From an optimization exercise on the open Yosys and OpenROAD flow, aimed at a short achievable clock period and few clock cycles; shortcuts taken in it are not production practice.
The RTL was checked by simulation tests, not by an equivalence proof against the original design.
Power figures rest on the tool's default switching activity, not on a simulated workload.

`design/flow/constraint.sdc`:
```
create_clock -name core_clock -period 6.5 [get_ports {CLK}]
set_input_delay 1.3000 -clock core_clock [delete_from_list [all_inputs] [get_ports {CLK}]]
set_output_delay 1.3000 -clock core_clock [all_outputs]
set_load 0.01 [all_outputs]
```
`design/flow/config.mk`:
```
export PLATFORM = sky130hd
export DESIGN_NAME = riscv_pipe
export DESIGN_NICKNAME = riscv_pipe
export VERILOG_FILES = /design/flow/design.v
export SDC_FILE = /design/flow/constraint.sdc
export NUM_CORES = 4
export LEC_CHECK = 0
export CAP_MARGIN = 20
export CORE_MARGIN = 2
export CORE_UTILIZATION = 45
export PLACE_DENSITY = 0.65
export SETUP_SLACK_MARGIN = 3.0
export SLEW_MARGIN = 20
export TNS_END_PERCENT = 100
```
`design/flow/run.sh`:
```
#!/bin/bash
# synth_recipe.tcl (not shown) runs the flow's synth.tcl, then flattens the netlist and writes it again
# the make line also repeats each setting of config.mk as NAME=value (left out here)
make -C /OpenROAD-flow-scripts/flow DESIGN_CONFIG=/design/flow/config.mk WORK_HOME=/design/flow/orfs CLKGATE_MAP_FILE= SYNTH_SCRIPT=/design/flow/synth_recipe.tcl finish
```
`design/flow/design.v`:
```
module riscv_pipe (
	input  wire        CLK,
	input  wire        RSTn,
	output wire [11:0] I_MEM_ADDR,
	input  wire [31:0] I_MEM_DI,
	output wire [11:0] D_MEM_ADDR,
	output wire [31:0] D_MEM_DOUT,
	input  wire [31:0] D_MEM_DI,
	output wire        D_MEM_WEN,
	output wire        RF_WE,
	output wire [4:0]  RF_WA,
	output wire [31:0] RF_WD,
	output wire        HALT
);
	wire [4:0]  ra1, ra2;
	wire [31:0] rd1, rd2;
	RISCV_TOP core (
		.CLK         (CLK),
		.RSTn        (RSTn),
		.I_MEM_CSN   (),
		.I_MEM_DI    (I_MEM_DI),
		.I_MEM_ADDR  (I_MEM_ADDR),
		.D_MEM_CSN   (),
		.D_MEM_DI    (D_MEM_DI),
		.D_MEM_DOUT  (D_MEM_DOUT),
		.D_MEM_ADDR  (D_MEM_ADDR),
		.D_MEM_WEN   (D_MEM_WEN),
		.D_MEM_BE    (),
		.RF_WE       (RF_WE),
		.RF_RA1      (ra1),
		.RF_RA2      (ra2),
		.RF_WA1      (RF_WA),
		.RF_RD1      (rd1),
		.RF_RD2      (rd2),
		.RF_WD       (RF_WD),
		.HALT        (HALT),
		.OUTPUT_PORT ()
	);
	REG_FILE #(
		.DWIDTH (32),
		.MDEPTH (32),
		.AWIDTH (5)
	) rf (
		.CLK  (CLK),
		.WE   (RF_WE),
		.RSTn (RSTn),
		.RA1  (ra1),
		.RA2  (ra2),
		.WA   (RF_WA),
		.WD   (RF_WD),
		.RD1  (rd1),
		.RD2  (rd2)
	);
endmodule
module RISCV_TOP (
	input wire CLK,
	input wire RSTn,
	output wire I_MEM_CSN,
	input wire [31:0] I_MEM_DI, 
	output wire [11:0] I_MEM_ADDR, 
	output wire D_MEM_CSN,
	input wire [31:0] D_MEM_DI,
	output wire [31:0] D_MEM_DOUT,
	output wire [11:0] D_MEM_ADDR, 
	output wire D_MEM_WEN,
	output wire [3:0] D_MEM_BE,
	output wire RF_WE,
	output wire [4:0] RF_RA1,
	output wire [4:0] RF_RA2,
	output wire [4:0] RF_WA1,
	input wire [31:0] RF_RD1,
	input wire [31:0] RF_RD2,
	output wire [31:0] RF_WD,
	output wire HALT,                    
	output wire [31:0] OUTPUT_PORT       
	);
	assign OUTPUT_PORT = RF_WD;
	assign I_MEM_CSN = ~RSTn;
	assign D_MEM_CSN = ~RSTn;
	assign D_MEM_BE = 4'b1111;
	reg [11:0] pc;           
	reg [31:0] A;            
	reg [31:0] B;            
	reg        selA_r, selA_x, selA_l, selB_r, selB_x, selB_l;
	reg        nselA_r, nselA_x, nselA_l, nselB_r, nselB_x, nselB_l;
	reg [11:0] imm12;        
	reg [11:0] alt_pc;       
	reg [11:0] link_pc;      
	reg [4:0]  ex_rd;
	reg        ex_kill;      
	reg        ex_wr;        
	reg        ex_load, ex_store, ex_link, ex_jalr, ex_li;
	reg        ex_sguess;    
	reg [1:0]  ex_cnt;       
	reg [4:0]  ex_bidx;      
	reg        ex_bbr;       
	reg        ex_const;     
	reg [11:0] ex_cval;      
	reg        mis_eq, mis_ne, mis_lt, mis_ge, mis_ltu, mis_geu;
	reg        op_add, op_sub, op_sll, op_slt, op_sltu, op_xor, op_srl, op_sra, op_or, op_and;
	reg [11:0] mem_addr;
	reg [31:0] mem_sd;
	reg        mem_store;
	reg        mem_load;
	reg        mem_wr;
	reg [4:0]  mem_rd;
	reg [31:0] mem_res;
	reg        wb_wr;
	reg [4:0]  wb_rd;
	reg [31:0] wb_data;
	reg [1:0]  bht [0:31];
	reg        jr_pend;      
	reg [11:0] jr_pc;
	reg        halt_r;
	reg [1:0]  hold;         
	assign I_MEM_ADDR = pc;
	assign D_MEM_ADDR = mem_addr;
	assign D_MEM_DOUT = mem_sd;
	assign D_MEM_WEN  = ~mem_store;
	wire [31:0] mem_result = mem_load ? D_MEM_DI : mem_res;
	wire        live     = ~ex_kill;
	wire        e_wr     = ex_wr & live;
	wire        e_store  = ex_store & live;
	wire        e_jalr   = ex_jalr & live;
	wire        e_li     = ex_li & live;
	wire [31:0] opa = ({32{selA_r}} & A) | ({32{selA_x}} & mem_res) | ({32{selA_l}} & D_MEM_DI);
	wire [31:0] opb = ({32{selB_r}} & B) | ({32{selB_x}} & mem_res) | ({32{selB_l}} & D_MEM_DI);
	wire [31:0] cpa = ({32{~nselA_r}} & A) | ({32{~nselA_x}} & mem_res) | ({32{~nselA_l}} & D_MEM_DI);
	wire [31:0] cpb = ({32{~nselB_r}} & B) | ({32{~nselB_x}} & mem_res) | ({32{~nselB_l}} & D_MEM_DI);
	wire [31:0] spa = selA_r ? A : selA_l ? D_MEM_DI : mem_res;
	wire [31:0] spb = selB_r ? B : selB_l ? D_MEM_DI : mem_res;
	wire [31:0] mpa = ~nselA_r ? A : ~nselA_l ? D_MEM_DI : mem_res;
	wire [31:0] mpb = ~nselB_r ? B : ~nselB_l ? D_MEM_DI : mem_res;
	wire [11:0] agu = mpa[11:0] + imm12;
	wire [31:0] x_r  = cpa ^ cpb;
	wire [31:0] diff = cpa - cpb;
	wire [31:0] lt0  = ~cpa & cpb;
	wire [31:0] eq0  = ~x_r;
	wire [15:0] lt1, eq1;
	wire [7:0]  lt2, eq2;
	wire [3:0]  lt3, eq3;
	wire [1:0]  lt4, eq4;
	genvar gi;
	generate
		for (gi = 0; gi < 16; gi = gi + 1) begin : cmp1
			assign lt1[gi] = lt0[2*gi+1] | (eq0[2*gi+1] & lt0[2*gi]);
			assign eq1[gi] = eq0[2*gi+1] & eq0[2*gi];
		end
		for (gi = 0; gi < 8; gi = gi + 1) begin : cmp2
			assign lt2[gi] = lt1[2*gi+1] | (eq1[2*gi+1] & lt1[2*gi]);
			assign eq2[gi] = eq1[2*gi+1] & eq1[2*gi];
		end
		for (gi = 0; gi < 4; gi = gi + 1) begin : cmp3
			assign lt3[gi] = lt2[2*gi+1] | (eq2[2*gi+1] & lt2[2*gi]);
			assign eq3[gi] = eq2[2*gi+1] & eq2[2*gi];
		end
		for (gi = 0; gi < 2; gi = gi + 1) begin : cmp4
			assign lt4[gi] = lt3[2*gi+1] | (eq3[2*gi+1] & lt3[2*gi]);
			assign eq4[gi] = eq3[2*gi+1] & eq3[2*gi];
		end
	endgenerate
	wire        lt0s = cpa[31] & ~cpb[31];
	wire        lt1s = lt0s | (eq0[31] & lt0[30]);
	wire        lt2s = lt1s | (eq1[15] & lt1[14]);
	wire        lt3s = lt2s | (eq2[7] & lt2[6]);
	wire        lt4s = lt3s | (eq3[3] & lt3[2]);
	wire        eq   = eq4[1] & eq4[0];
	wire        ltu  = lt4[1] | (eq4[1] & lt4[0]);
	wire        lt   = lt4s | (eq4[1] & lt4[0]);
	wire        mispred = live & ((mis_eq & eq) | (mis_ne & ~eq) | (mis_lt & lt) | (mis_ge & ~lt) |
	                              (mis_ltu & ltu) | (mis_geu & ~ltu));
	wire        redirect = mispred | e_jalr | jr_pend;
	reg         u_en;
	reg  [4:0]  u_idx;
	reg         u_mis;
	reg  [1:0]  u_cnt;
	wire        u_over   = u_mis ^ u_cnt[1];
	wire [1:0]  u_cnt_up = (u_cnt == 2'd3) ? 2'd3 : u_cnt + 2'd1;
	wire [1:0]  u_cnt_dn = (u_cnt == 2'd0) ? 2'd0 : u_cnt - 2'd1;
	integer bi;
	always @(posedge CLK) begin
		u_en        <= RSTn & ex_bbr & live;
		u_idx       <= ex_bidx;
		u_mis       <= mispred;
		u_cnt       <= ex_cnt;
		for (bi = 0; bi < 32; bi = bi + 1) begin
			if (~RSTn)
				bht[bi] <= 2'd1;
			else if (u_en && (u_idx == bi))
				bht[bi] <= u_over ? u_cnt_up : u_cnt_dn;
		end
	end
	function [31:0] rev32(input [31:0] v);
		integer k;
		for (k = 0; k < 32; k = k + 1) rev32[k] = v[31 - k];
	endfunction
	wire [31:0] sh_in  = op_sll ? rev32(spa) : spa;
	wire        sh_fill = op_sra & spa[31];
	wire [63:0] sh_ext = {{32{sh_fill}}, sh_in} >> spb[4:0];
	wire [31:0] sh_out = sh_ext[31:0];
	wire [31:0] sum  = opa + opb;
	wire [31:0] link = {{21{link_pc[11]}}, link_pc[10:0]};
	wire [31:0] logic_r =
		({32{op_xor}} & x_r) |
		({32{op_or}}  & (mpa | mpb)) |
		({32{op_and}} & (mpa & mpb)) |
		({32{ex_link}} & link);
	wire [31:0] shift_r =
		({32{op_sll}} & rev32(sh_out)) |
		({32{op_srl | op_sra}} & sh_out);
	wire [31:0] ex_result =
		({32{op_add}} & sum) |
		({32{op_sub}} & diff) |
		{31'd0, (op_slt & lt) | (op_sltu & ltu)} |
		shift_r | logic_r;
	always @(posedge CLK) begin
		mem_addr  <= agu;
		mem_sd    <= mpb;
		mem_store <= RSTn & e_store;
		mem_load  <= ex_load;
		mem_wr    <= RSTn & e_wr;
		mem_rd    <= ex_rd;
		mem_res   <= ex_result;
	end
	wire [31:0] ins = I_MEM_DI;
	wire [6:0]  opc = ins[6:0];
	wire [2:0]  f3  = ins[14:12];
	wire [4:0]  rs1 = ins[19:15];
	wire [4:0]  rs2 = ins[24:20];
	wire [4:0]  rd  = ins[11:7];
	wire d_op     = (opc == 7'b0110011);
	wire d_opimm  = (opc == 7'b0010011);
	wire d_load   = (opc == 7'b0000011);
	wire d_store  = (opc == 7'b0100011);
	wire d_branch = (opc == 7'b1100011);
	wire d_jal    = (opc == 7'b1101111);
	wire d_jalr   = (opc == 7'b1100111);
	wire d_alu    = d_op | d_opimm;
	wire d_wr     = (d_alu | d_load | d_jal | d_jalr) & (rd != 5'd0);
	wire [31:0] imm_i = {{20{ins[31]}}, ins[31:20]};
	wire [11:0] imm_s = {ins[31:25], ins[11:7]};
	wire [11:0] imm_b = {ins[7], ins[30:25], ins[11:8], 1'b0};
	wire [11:0] imm_j = {ins[20], ins[30:21], 1'b0};
	wire        d_same   = (rs1 == rs2);
	wire        d_sguess = ins[31];
	wire [1:0]  d_cnt    = bht[pc[6:2]];
	wire        d_pred = d_branch & (d_same ? ((f3 == 3'd0) | (f3 == 3'd5) | (f3 == 3'd7)) :
	                                          (d_sguess ^ d_cnt[1]));
	wire [11:0] pc4    = pc + 12'd4;
	wire [11:0] pc_b   = pc + imm_b;
	wire [11:0] pc_j   = pc + imm_j;
	assign RF_RA1 = rs1;
	assign RF_RA2 = rs2;
	wire hit_ex1  = e_wr   & (ex_rd  == rs1);
	wire hit_ex2  = e_wr   & (ex_rd  == rs2) & ~d_opimm;
	wire hit_mem1 = mem_wr & (mem_rd == rs1);
	wire hit_mem2 = mem_wr & (mem_rd == rs2);
	wire hit_wb1  = wb_wr  & (wb_rd  == rs1);
	wire hit_wb2  = wb_wr  & (wb_rd  == rs2);
	wire [31:0] rs1o = hit_mem1 ? mem_result : hit_wb1 ? wb_data : RF_RD1;
	wire [31:0] rs2o = d_opimm ? imm_i : hit_mem2 ? mem_result : hit_wb2 ? wb_data : RF_RD2;
	wire [11:0] jt    = hit_ex1 ? ex_cval + imm_i[11:0] : rs1o[11:0];
	wire        j_late = hit_ex1 ? ~ex_const : (imm_i[11:0] != 12'd0);
	wire        d_jalr_early = d_jalr & ~j_late;
	wire [11:0] pred_pc = d_jal ? pc_j : d_jalr_early ? {jt[11:1], 1'b0} : d_pred ? pc_b : pc4;
	wire halt_d = RSTn & e_li & (ins == 32'h00008067);
	wire dv = RSTn & (hold == 2'd0);
	always @(posedge CLK) begin
		if (~RSTn)          pc <= 12'd0;
		else if (mispred)   pc <= alt_pc;
		else if (jr_pend)   pc <= jr_pc;
		else if (hold == 2'd0) pc <= pred_pc;
		jr_pend <= RSTn & e_jalr;
		jr_pc   <= {agu[11:1], 1'b0};
		if (~RSTn)          hold <= 2'd0;
		else if (halt_d)    hold <= 2'd3;
		else if (hold != 2'd0) hold <= hold - 2'd1;
		A       <= rs1o;
		B       <= rs2o;
		selA_r  <= ~hit_ex1;
		selA_x  <= hit_ex1 & ~ex_load;
		selA_l  <= hit_ex1 & ex_load;
		selB_r  <= ~hit_ex2;
		selB_x  <= hit_ex2 & ~ex_load;
		selB_l  <= hit_ex2 & ex_load;
		nselA_r <= hit_ex1;
		nselA_x <= ~(hit_ex1 & ~ex_load);
		nselA_l <= ~(hit_ex1 & ex_load);
		nselB_r <= hit_ex2;
		nselB_x <= ~(hit_ex2 & ~ex_load);
		nselB_l <= ~(hit_ex2 & ex_load);
		imm12   <= d_store ? imm_s : imm_i[11:0];
		alt_pc  <= d_pred ? pc4 : pc_b;
		link_pc <= pc4;
		ex_rd   <= rd;
		ex_kill <= redirect;
		ex_sguess <= d_sguess;
		ex_cnt    <= d_cnt;
		ex_bidx   <= pc[6:2];
		ex_bbr    <= dv & d_branch & ~d_same;
		op_add  <= d_alu & (f3 == 3'd0) & ~(d_op & ins[30]);
		op_sub  <= d_op & (f3 == 3'd0) & ins[30];
		op_sll  <= d_alu & (f3 == 3'd1);
		op_slt  <= d_alu & (f3 == 3'd2);
		op_sltu <= d_alu & (f3 == 3'd3);
		op_xor  <= d_alu & (f3 == 3'd4);
		op_srl  <= d_alu & (f3 == 3'd5) & ~ins[30];
		op_sra  <= d_alu & (f3 == 3'd5) & ins[30];
		op_or   <= d_alu & (f3 == 3'd6);
		op_and  <= d_alu & (f3 == 3'd7);
		ex_wr    <= dv & d_wr;
		ex_load  <= d_load;
		ex_store <= dv & d_store;
		ex_link  <= d_jal | d_jalr;
		ex_jalr  <= dv & d_jalr & j_late;
		ex_const <= (d_opimm & (f3 == 3'd0) & (rs1 == 5'd0)) | d_jal | d_jalr;
		ex_cval  <= (d_jal | d_jalr) ? pc4 : imm_i[11:0];
		ex_li    <= dv & (ins == 32'h00c00093);
		mis_eq   <= dv & d_branch & (((f3 == 3'd0) & ~d_pred) | ((f3 == 3'd1) & d_pred));
		mis_ne   <= dv & d_branch & (((f3 == 3'd1) & ~d_pred) | ((f3 == 3'd0) & d_pred));
		mis_lt   <= dv & d_branch & (((f3 == 3'd4) & ~d_pred) | ((f3 == 3'd5) & d_pred));
		mis_ge   <= dv & d_branch & (((f3 == 3'd5) & ~d_pred) | ((f3 == 3'd4) & d_pred));
		mis_ltu  <= dv & d_branch & (((f3 == 3'd6) & ~d_pred) | ((f3 == 3'd7) & d_pred));
		mis_geu  <= dv & d_branch & (((f3 == 3'd7) & ~d_pred) | ((f3 == 3'd6) & d_pred));
		halt_r   <= halt_d;
	end
	always @(posedge CLK) begin
		wb_wr   <= RSTn & mem_wr;
		wb_rd   <= mem_rd;
		wb_data <= mem_result;
	end
	assign RF_WE  = wb_wr;
	assign RF_WA1 = wb_rd;
	assign RF_WD  = wb_data;
	assign HALT   = halt_r;
endmodule
module REG_FILE #(
	parameter DWIDTH = 32,
	parameter MDEPTH = 32,
	parameter AWIDTH = 5
)  (
	input wire CLK,
	input wire WE,
	input wire RSTn,
	input wire [AWIDTH-1:0] RA1, RA2, WA,
	input wire [DWIDTH-1:0] WD,
	output wire [DWIDTH-1:0] RD1, RD2
);
	reg [DWIDTH-1:0] RF [1:MDEPTH-1];
	assign RD1 = (RA1 == {AWIDTH{1'b0}}) ? {DWIDTH{1'b0}} : RF[RA1];
	assign RD2 = (RA2 == {AWIDTH{1'b0}}) ? {DWIDTH{1'b0}} : RF[RA2];
	integer i;
	always @(posedge CLK) begin
		for (i = 1; i < MDEPTH; i = i + 1) begin
			if (~RSTn)
				RF[i] <= (i == 2) ? 32'hF00 : (i == 3) ? 32'h100 : {DWIDTH{1'b0}};
			else if (WE && (WA == i))
				RF[i] <= WD;
		end
	end
endmodule
```
==> metrics.md, run 1 <==
| Metric | Value |
|---|---|
| Outcome | no timing/DRC/antenna violations |
| P_leak | 32.1 nW |
| Mapped Area | 73,500 um2 |
| Top cell type's share of synthesized area | 37.1% |
| Syn Nets | 9,981 |
| # nets final | 10.0k |
| Tcrit/Tclk final | 59.7% |
| Post-DRT Antenna Nets | 0 |
| Synth area leaders | dfxtp_1, nand2_1, a21oi_1, a22oi_1, clkbuf_1 |
| CP required | 7.29 ns |
| Worst-Skew Late Latency | 0.89 ns |
| Gr usage total | 53.3% |
| Hold_sp | core.ex_bidx[1]$_DFF_P_ |
| Worst setup EP type | register |
| Initial antenna violation count | 30 |
| Crit path arrival time | 4.67 ns |
| Fin crit period | 3.88 ns |
| Core Area | 162,000 um2 |
| Multi-input gate area in the final layout | 45,500 um2 |
| CP Cell Sequence | buf_6, nor3b_2, and2_2, buf_4, a221oi_1, nand4_1, nor2_1, nand4_1, a21o_1, a211oi_2, or3_1, a31oi_1 |
| CP dominant cell by count | nand4_1 |
| Max-slew headroom | 17.4% |
| Synth warnings | 36 |
| Layout cells sized above 1 | 16.0% |
| I/O Pins | 162 |
| Routed wire per std cell | 38.4 um |
| WHS | 0.320 ns |
| Crit path largest cell delay | 0.56 ns |
| Most common cell after layout, fill and taps aside | nand2_1 |
| Crit Path Category | in -> reg |
| Peak fanout along the critical path | 26 |
| Final hold vios | 0 |
| Max H-tree Level | 4 |
| Max Slew Vio Count | 0 |
| Seq/Total Area, Yosys | 37.1% |
| IO buf count | 161 |
| Min-Delay Endpoint | core.u_idx[1]$_DFF_P_ |
| Worst slew pin tran | 1.24 ns |
| Maximum VDD drop | 305 uV |
| Clock skew | 0.0590 ns |
| Total gr overflow | 0 |
| Hpwl dp | 278,000 um |
| RSZ-0062 raised after global routing | yes |
| Die area | 167,000 um2 |
| Synthesized flop and latch total | 1,363 |
| Post-synth ARST share | 0% |
| Synthesized area per cell | 7.52 um2 |
| Hold crit path type | reg -> reg |
| Synth cell types | 100 |
| Vias/cell | 7.21 |
| Initial Util | 45.2% |
| Post-Route WL | 467,000 um |
| FF/Latch Area | 27,400 um2 |
| Drc violations | 0 |
| Fmax achieved | 0.258 GHz |
| RR Endpoint | core.pc[10]$_SDFFE_PN0P_ |
| Max-Cap Viols | 0 |
| R2R cell count | 17 |
| CTS tree | done |
| DRT Pass-1 Iters | 13 |
| Floorplan row count | 148 |
| Highest-count cells in the layout ignoring fill and taps | nand2_1, dfxtp_1, a21oi_1 |
| Ys flop type | dfxtp_1 |
| EDFF count, synth | 0 |
| Iteration-0 DRC Markers | 17.7k |
| Final setup fails | 0 |
| Worst reg2reg path startpoint | core.nselB_l$_DFF_P_ |
| Cells after Synth | 9,772 |
| Clock buffer depth | 3 |
| CP max-delay cell | nor3b_2 |
| First-pass GRT wire length | 632,000 um |
| CTS buffer count | 152 |
| TNS Setup | 0 ns |
| Area leader, netlist | dfxtp_1 |
| Vias in the first global route | 79.7k |
| Routability-driven placement congestion ratio | 1.02 |
| Largest net degree at the start of global routing | 210 |
| Fill count | 15.3k |
| Power per cell area | 224 nW/um2 |
| Startpoint Class | primary input |
| Die Ht | 408 um |
| Hold path depth | 0 |
| Root Driver | clkbuf_16 |
| Chip width | 408 um |
| Routed vias | 87.6k |
| Area Overhead vs Synth | 21.9% |
| Clock Sink Count | 1,363 |
| Hold-fix buffers at CTS | 0 |
| R2R Setup Slk | 2.68 ns |
| CTS clk-pin slew, worst paths | 0.06 ns |
-- final cells by class --
class                   count  area share [%]
well taps                2175            3.04
flip-flops and latches   1363            30.5
repair buffers            787            8.70
clock inverters            61            1.22
clock buffers             211            4.84
diodes                     29          0.0810
multi-input cells        7326            50.7
repair inverters            2          0.0307
inverters                 187           0.817
-- cell families (layout without fill, tap and decap cells) --
family / count (synthesis) / after routing / share of synthesized area (%)
buffers and inverters: 1086 / 1248 / 5.87
AO/OA/AOI/OAI: 3029 / 3030 / 26.5
multiplexers: 243 / 243 / 3.95
AND/OR/NAND/NOR: 3774 / 3776 / 22.4
flip-flops: 1363 / 1363 / 37.1
adder cells (fa/ha/maj): 143 / 143 / 2.50
other: 0 / 29 / 0
XOR/XNOR: 134 / 134 / 1.60
-- state kept, by name, indices dropped and copies added, names as in the netlist, 2 cells and up --
| name | flops |
|---|---|
| core.mem_sd | 32 |
| core.ex_cval | 12 |
| core.A | 32 |
| core.ex_bidx | 5 |
| core.wb_rd | 5 |
| core.wb_data | 32 |
| core.B | 32 |
| core.u_cnt | 2 |
| core.mem_addr | 11 |
| core.bht | 64 |
| core.link_pc | 11 |
| core.hold | 2 |
| core.ex_cnt | 2 |
| rf.RF | 992 |
| core.mem_rd | 5 |
| core.alt_pc | 12 |
| core.mem_res | 32 |
| core.ex_rd | 5 |
| core.imm12 | 12 |
| core.pc | 12 |
| core.u_idx | 5 |
-- worst max-delay path by stage --
stage | startpoint | to | slack (ns) | depth (start not counted)
floorplan | D_MEM_DI[11] | core.mem_res[31]$_DFF_P_ | 2.27 | 14
global route | core.nselB_l$_DFF_P_ | core.pc[1]$_SDFFE_PN0P_ | 2.63 | 18
finish | I_MEM_DI[16] | core.pc[7]$_SDFFE_PN0P_ | 2.62 | 12
global placement | I_MEM_DI[22] | core.B[26]$_DFF_P_ | 0.52 | 13
detailed placement | I_MEM_DI[22] | core.B[12]$_DFF_P_ | 0.55 | 13
CTS | D_MEM_DI[22] | core.pc[10]$_SDFFE_PN0P_ | 2.73 | 15
-- power by group --
group          internal, mW  switching, mW
clock network          5.58           4.05
registers              8.42         0.0846
logic                 0.697           1.28
total                  14.7           5.41
-- Yosys cell counts, types with 28 or more instances --
master,number
inv_1,178
a211oi_1,57
nand4_1,155
or3_1,49
dfxtp_1,1363
nand2_1,2461
and3_1,58
a22o_1,154
nand3_1,205
a31oi_1,29
a21o_1,54
buf_1,51
mux4_2,30
a222oi_1,86
and2_1,38
mux2i_1,141
nor2b_1,218
o21bai_1,61
mux2_2,69
clkbuf_1,756
xnor2_1,81
xor2_1,53
a221oi_1,178
ha_1,137
nand2b_1,47
a22oi_1,540
nor4_1,45
buf_2,37
clkbuf_2,28
a21oi_1,1285
o21ai_0,344
nor2_1,298
nor3_1,112
-- metal layers --
metal  GRT usage, %  up-vias  part of all wire, %
li1               -    34891                    -
met1           61.9    41092                   34
met2           73.5     8535                   39
met3           24.0     3022                   16
met4           46.4       26                   11
met5           1.81        -                 0.13
-- critical path, delay by kind of cell --
family / cells / cell delay, ns
AO/OA/AOI/OAI: 4 / 0.76
buffers and inverters: 2 / 0.68
AND/OR/NAND/NOR: 6 / 1.91
-- per-stage QoR --
step	instances	setup slack [ns]	total power [mW]	cell area [um2]	utilization (%)
after floorplan	9772	2.27	9.55	74000	-
final	12141	2.62	20.1	89600	55.2
after global placement	11528	0.521	10.2	78000	48.1
after CTS	12030	2.73	19.8	87900	54.1
after detailed placement	11536	0.554	10.2	78200	48.2
after global routing	12114	2.63	20.4	89500	55.1
-- timing repair --
| item | CTS | global route |
|---|---|---|
| gates resized for setup | 595 | 201 |
| setup endpoints to repair | 237 | 102 |
| setup buffers | 212 | 73 |
| pin swaps | 146 | 103 |
| cloned | 10 | 4 |
Testbench counts, summed over its fixed seeds: cycles 98,991.
==> inputs of run 2 (changes only) <==
--- a/design/flow/config.mk
+++ b/design/flow/config.mk
@@ -9,4 +9,3 @@
 export CORE_MARGIN = 2
-export CORE_UTILIZATION = 45
-export PLACE_DENSITY = 0.65
+export CORE_UTILIZATION = 40
 export SETUP_SLACK_MARGIN = 3.0
==> run 2 against run 1 <==
- critical endpoint is now core.pc[6]$_SDFFE_PN0P_
- routed wire length shrank 0.29%
- still clean on timing, DRC and antenna
- clock power is 2% lower
- synthesized cell count unchanged
==> metrics.md, run 2 <==
| Metric | Value |
|---|---|
| Synth warnings | 36 |
| Final instance area | 89,800 um2 |
| Outcome | no timing/DRC/antenna violations |
| CTS clk-pin slew, worst paths | 0.06 ns |
| Die Ht | 433 um |
| Worst-Skew Late Latency | 0.88 ns |
| Tcrit/Tclk final | 58.9% |
| Max H-tree Level | 4 |
| Post-synth ARST share | 0% |
| Area Overhead vs Synth | 22.2% |
| Area of placed instances | 78,800 um2 |
| Max-Cap Viols | 0 |
| Seq/Total Area, Yosys | 37.1% |
| Layout cells sized above 1 | 15.7% |
| First-pass GRT wire length | 631,000 um |
| Final hold vios | 0 |
| Crit path arrival time | 4.59 ns |
| Core Area | 183,000 um2 |
| Maximum VDD drop | 288 uV |
| Fmax achieved | 0.261 GHz |
| Startpoint Class | primary input |
| Post-Route WL | 465,000 um |
| Commonest cells in the netlist | nand2_1, dfxtp_1, a21oi_1 |
| CTS buffer count | 157 |
| Gr usage total | 47.6% |
| Total gr overflow | 0 |
| Clock skew | 0.0418 ns |
| IO buf count | 161 |
| Die area | 187,000 um2 |
| Clock Sink Count | 1,363 |
| P_leak | 32.2 nW |
| Highest-count cells in the layout ignoring fill and taps | nand2_1, dfxtp_1, a21oi_1 |
| Initial antenna violation count | 33 |
| Fin crit period | 3.83 ns |
| Count leader, synth | nand2_1 |
| DRT Pass-1 Iters | 13 |
| Syn Nets | 9,981 |
| Clock buffer depth | 3 |
| Area leader, netlist | dfxtp_1 |
| Mapped Area | 73,500 um2 |
| Routability-driven placement congestion ratio | 1.02 |
| Cells after Synth | 9,772 |
| CTS tree | done |
| Root Driver | clkbuf_16 |
| Hold crit path type | reg -> reg |
| Top cell type's share of synthesized area | 37.1% |
| Synth area leaders | dfxtp_1, nand2_1, a21oi_1, a22oi_1, clkbuf_1 |
| EDFF count, synth | 0 |
| Vias/cell | 7.00 |
| Max Slew Vio Count | 0 |
| RSZ-0062 raised after global routing | yes |
| Drc violations | 0 |
| Register name with the most flops | rf.RF |
| Hpwl dp | 280,000 um |
| Largest regs | rf.RF x992, core.bht x64 |
| Largest net degree at the start of global routing | 214 |
| Iteration-0 DRC Markers | 17.3k |
| Post-DRT Antenna Nets | 0 |
| Worst setup EP type | register |
| Vias in the first global route | 79.1k |
| Number of flip-flops under the largest register name | 992 |
| Synthesized flop and latch total | 1,363 |
| TNS Setup | 0 ns |
| Initial Util | 40.2% |
| Power per cell area | 222 nW/um2 |
| # nets final | 10.0k |
| Worst slew pin tran | 1.31 ns |
| Routed wire per std cell | 37.4 um |
| Max-slew headroom | 12.6% |
| Synth cell types | 100 |
| Floorplan row count | 157 |
| Final setup fails | 0 |
| Crit Path Category | in -> reg |
| Routed vias | 87.2k |
| Peak fanout along the critical path | 28 |
| Synthesized area per cell | 7.52 um2 |
| CP required | 7.27 ns |
| Hold-fix buffers at CTS | 0 |
| Ys flop type | dfxtp_1 |
| Most common cell after layout, fill and taps aside | nand2_1 |
| Chip width | 433 um |
| I/O Pins | 162 |
## run 2: final timing paths
path                                 from                        to  slack, ns  depth (start not counted)
hold / removal    core.ex_bidx[4]$_DFF_P_     core.u_idx[4]$_DFF_P_       0.33                          0
hold reg to reg   core.ex_bidx[4]$_DFF_P_     core.u_idx[4]$_DFF_P_       0.33                          0
setup / recovery             I_MEM_DI[19]   core.pc[6]$_SDFFE_PN0P_       2.67                         11
setup reg to reg     core.nselB_r$_DFF_P_  core.pc[10]$_SDFFE_PN0P_       2.73                         16
## run 2: area by class of cell
cell class / count / area, um2
Inverter: 187 / 734
Clock inverter: 70 / 927
Clock buffer: 217 / 4410
Fill cell: 17456 / 93100
Antenna cell: 27 / 67.6
Tap cell: 2464 / 3080
Sequential cell: 1363 / 27400
Timing Repair inverter: 2 / 22.5
Multi-Input combinational cell: 7324 / 45200
Timing Repair Buffer: 797 / 8030
## run 2: worst max-delay path, cell delays in order
cell      delay (ns)
buf_4           0.17
buf_12          0.15
nor2_2          0.53
nand2b_1        0.39
buf_4           0.35
nor2_1          0.47
a31oi_2         0.19
a221o_1         0.47
a31oi_1         0.19
a311oi_2        0.13
o221a_1         0.25
## run 2: kinds of logic (layout without fill, tap and decap cells)
family	after synthesis	count (layout)	synth area share, %
adders and majority gates	143	143	2.50
AOI/OAI and AO/OA	3029	3030	26.5
buffers and inverters	1086	1273	5.87
DFF	1363	1363	37.1
and+or+nand+nor	3774	3774	22.4
other	0	27	0
muxes	243	243	3.95
xor gates and xnor gates	134	134	1.60
## run 2: through the flow
step | hold slack [ns] | util (%) | setup WS [ns] | total power [mW] | std cells
after CTS | 0.327 | 48.3 | 2.81 | 19.7 | 12347
after floorplan | 0.310 | - | 2.27 | 9.55 | 9772
final | 0.326 | 49.1 | 2.67 | 19.9 | 12451
after global placement | 0.310 | 43.0 | 0.925 | 10.2 | 11836
after detailed placement | 0.312 | 43.1 | 0.884 | 10.2 | 11839
after global routing | 0.331 | 49.1 | 2.67 | 20.2 | 12425
## run 2: report_power, final
group | switching (mW) | total, mW | internal (mW)
clock | 4.12 | 9.45 | 5.32
combinational | 1.29 | 1.99 | 0.704
sequential | 0.0706 | 8.49 | 8.42
total | 5.48 | 19.9 | 14.4
## run 2: metal layers
layer | vias to the layer above | track usage (%) | routed length (um)
li1 | 34887 | - | -
met1 | 41000 | 55.1 | 158000
met2 | 8305 | 66.7 | 184000
met3 | 2957 | 20.5 | 70700
met4 | 34 | 41.4 | 52300
met5 | - | 1.09 | 400
## run 2: repair_timing
| item | CTS | global route |
|---|---|---|
| gates resized for setup | 625 | 152 |
| cloned | 14 | 6 |
| endpoints found under the setup margin | 248 | 97 |
| pin swaps | 149 | 95 |
| buffers inserted | 207 | 70 |

afterwards: timing with drivers on the ports:
In the flow no input, the clock included, has a driving cell. The finished layouts below were timed again as built, in two steps.
Step 1: set_driving_cell puts a clkbuf_16 on CLK and a buf_2 on each other input, an assumption about the parent block.
Step 2 moves the port delays by t, midway between the first and last clock arrival at a register: inputs arrive t later, outputs are due t later. That takes back most of the time a late clock gives input paths.
a / b / c = ideal ports / drivers / drivers and shift; a / b = the first two.
run	t, ns	setup WS [ns]	worst setup path after step 2	worst register clock-pin slew, ns	worst slew at a driven data input, ns
run 1	0.954	2.619 / 2.675 / 1.721	input to register	0.07 / 0.07	0.15
run 2	0.952	2.672 / 2.685 / 1.733	input to register	0.07 / 0.07	0.21
After both steps setup and hold are still met in every run listed. For run 2, which loses most, drivers alone change the setup slack by +0.013 ns; drivers and shift together by -0.939 ns.
